From an optimization exercise on the open Yosys and OpenROAD flow, aimed at small area; shortcuts taken in it are not production practice.
At most, simulation tests tie the RTL to the original design; equivalence was not proved.
Power is estimated from default activity; no workload was simulated.

## the baseline
// CPUtop
module CPUtop (input power,reset,clk,writeI,softReset,input [31:0] dataI,TPC,output valid,
	output [4:0] wb_reg, output [31:0] wb_data,
	output mem_we, output [31:0] mem_addr, mem_wdata,
	output [31:0] pc);
Size: ~1,300 flip-flops, roughly 200 I/O pins, ~0.074 mm^2 of cells after synthesis.
Settings: LEC_CHECK=0, ABC_AREA=1, CAP_MARGIN=20, CORE_MARGIN=2, CORE_UTILIZATION=60, CTS_BUF_LIST=sky130_fd_sc_hd__clkbuf_8, CTS_CLUSTER_SIZE=40, PLACE_DENSITY=0.7, SLEW_MARGIN=20; clock period 140.0 ns.
run.sh (not shown) runs the stock make flow with config.mk's settings and CLKGATE_MAP_FILE= SYNTH_SCRIPT=/design/flow/synth_recipe.tcl, a recipe that flattens the netlist after the stock synthesis.
#### Input delta (the candidate over the baseline)
diff --git a/flow/design.v b/flow/design.v
--- a/flow/design.v
+++ b/flow/design.v
@@ -26,19 +26,21 @@
 	wire clr = reset | softReset;
 	genvar j, t;
 	wire [1:0] bo = TPC[1:0];
 	wire [3:0] bw0 = TPC[5:2];
 	wire [3:0] bw1 = TPC[5:2] + 4'd1;
 	wire [31:0] rot = (bo == 2'd0) ? dataI :
 	                  (bo == 2'd1) ? {dataI[7:0], dataI[31:8]} :
 	                  (bo == 2'd2) ? {dataI[15:0], dataI[31:16]} :
 	                                 {dataI[23:0], dataI[31:24]};
-	wire [31:0] idat = rot & {32{~reset}};
+	reg rq;
+	always @(posedge clk) rq <= reset;
+	wire [31:0] idat = rot & {32{~(reset & rq)}};
 	always @(posedge clk) begin
 		for (p = 0; p < 64; p = p + 1)
 			if (reset | (writeI & (((p/4) == bw0 && (p%4) >= bo) || ((p/4) == bw1 && (p%4) < bo))))
 				imem[32*(p/4) + 24 - 8*(p%4) +: 8] <= idat[24 - 8*(p%4) +: 8];
 	end
 	always @(posedge clk) begin
 		if (reset) instr <= 32'd0;
 		else if (!writeI) instr <= imem[32*ipc[3:0] +: 32];
 	end
@@ -182,38 +184,36 @@
 		for (j = 0; j < 32; j = j + 1) begin : qbits
 			if (j < MS) begin : lo
 				assign quo[31-j] = m_q[j];
 			end else begin : hi
 				assign quo[31-j] = q[j];
 			end
 		end
 	endgenerate
 	wire [31:0] arr = m_M ? S[32*31 +: 32] : (zm[0] ? 32'd0 : quo);
-	wire [31:0] ddat = m_sd & {32{~reset}};
 	always @(posedge clk) begin
 		for (p = 0; p < 8; p = p + 1)
 			if (reset | (m_mw & (m_alu[2:0] == p)))
-				dm[32*p +: 32] <= ddat;
+				dm[32*p +: 32] <= m_sd;
 	end
 	wire [31:0] dmq = dm[32*m_alu[2:0] +: 32];
 	always @(negedge clk) begin
 		if (clr) begin
 			w_d <= 0; w_wr <= 0; w_rw <= 0;
 		end else if (power) begin
 			w_d <= m_mr ? dmq : (m_M | m_D) ? arr : m_alu;
 			w_wr <= m_wr; w_rw <= m_rw;
 		end
 	end
-	wire [31:0] rdat = w_d & {32{~reset}};
 	always @(negedge clk) begin
 		for (p = 0; p < 8; p = p + 1)
 			if (reset | (w_rw & (w_wr[2:0] == p)))
-				rf[32*p +: 32] <= rdat;
+				rf[32*p +: 32] <= w_d;
 	end
 	assign valid = w_rw;
 	assign wb_reg = w_wr;
 	assign wb_data = w_d;
 	assign mem_we = m_mw;
 	assign mem_addr = m_alu;
 	assign mem_wdata = m_sd;
 	assign pc = {ipc, 2'b00};
 endmodule
Findings:
Compared with the baseline, the candidate shows a routed wire length that is about 1.5% higher. Looking at area overhead of the layout relative to synthesis, the candidate sits 0.53 points above the baseline. In the candidate the met1 track demand over resource in global routing turned out 2.3 points higher than in the baseline. Lower clock-buffer cell count among the baseline and the candidate: the baseline. The candidate leaves more setup margin than the baseline. Comparing the candidate with the baseline, the register share of the cell area came out essentially unchanged. First-pass detailed-route iteration total, the baseline and the candidate: larger value in the baseline. Total CTS buffers grows slightly when moving from the baseline to the candidate. Between the candidate and the baseline, the per-cell via count in the routed design figures differ only marginally. Going from the baseline to the candidate, post-layout total power higher; die area lower. Sort the baseline and the candidate by number of filler instances in the final layout desc -> top: the candidate. Between the baseline and the candidate, the flow reports critical path depth increasing slightly. The candidate: sum of buffers and inverters on the critical path 1 above the baseline.
Only the layout flow was run in the baseline; the RTL was not checked for function there.
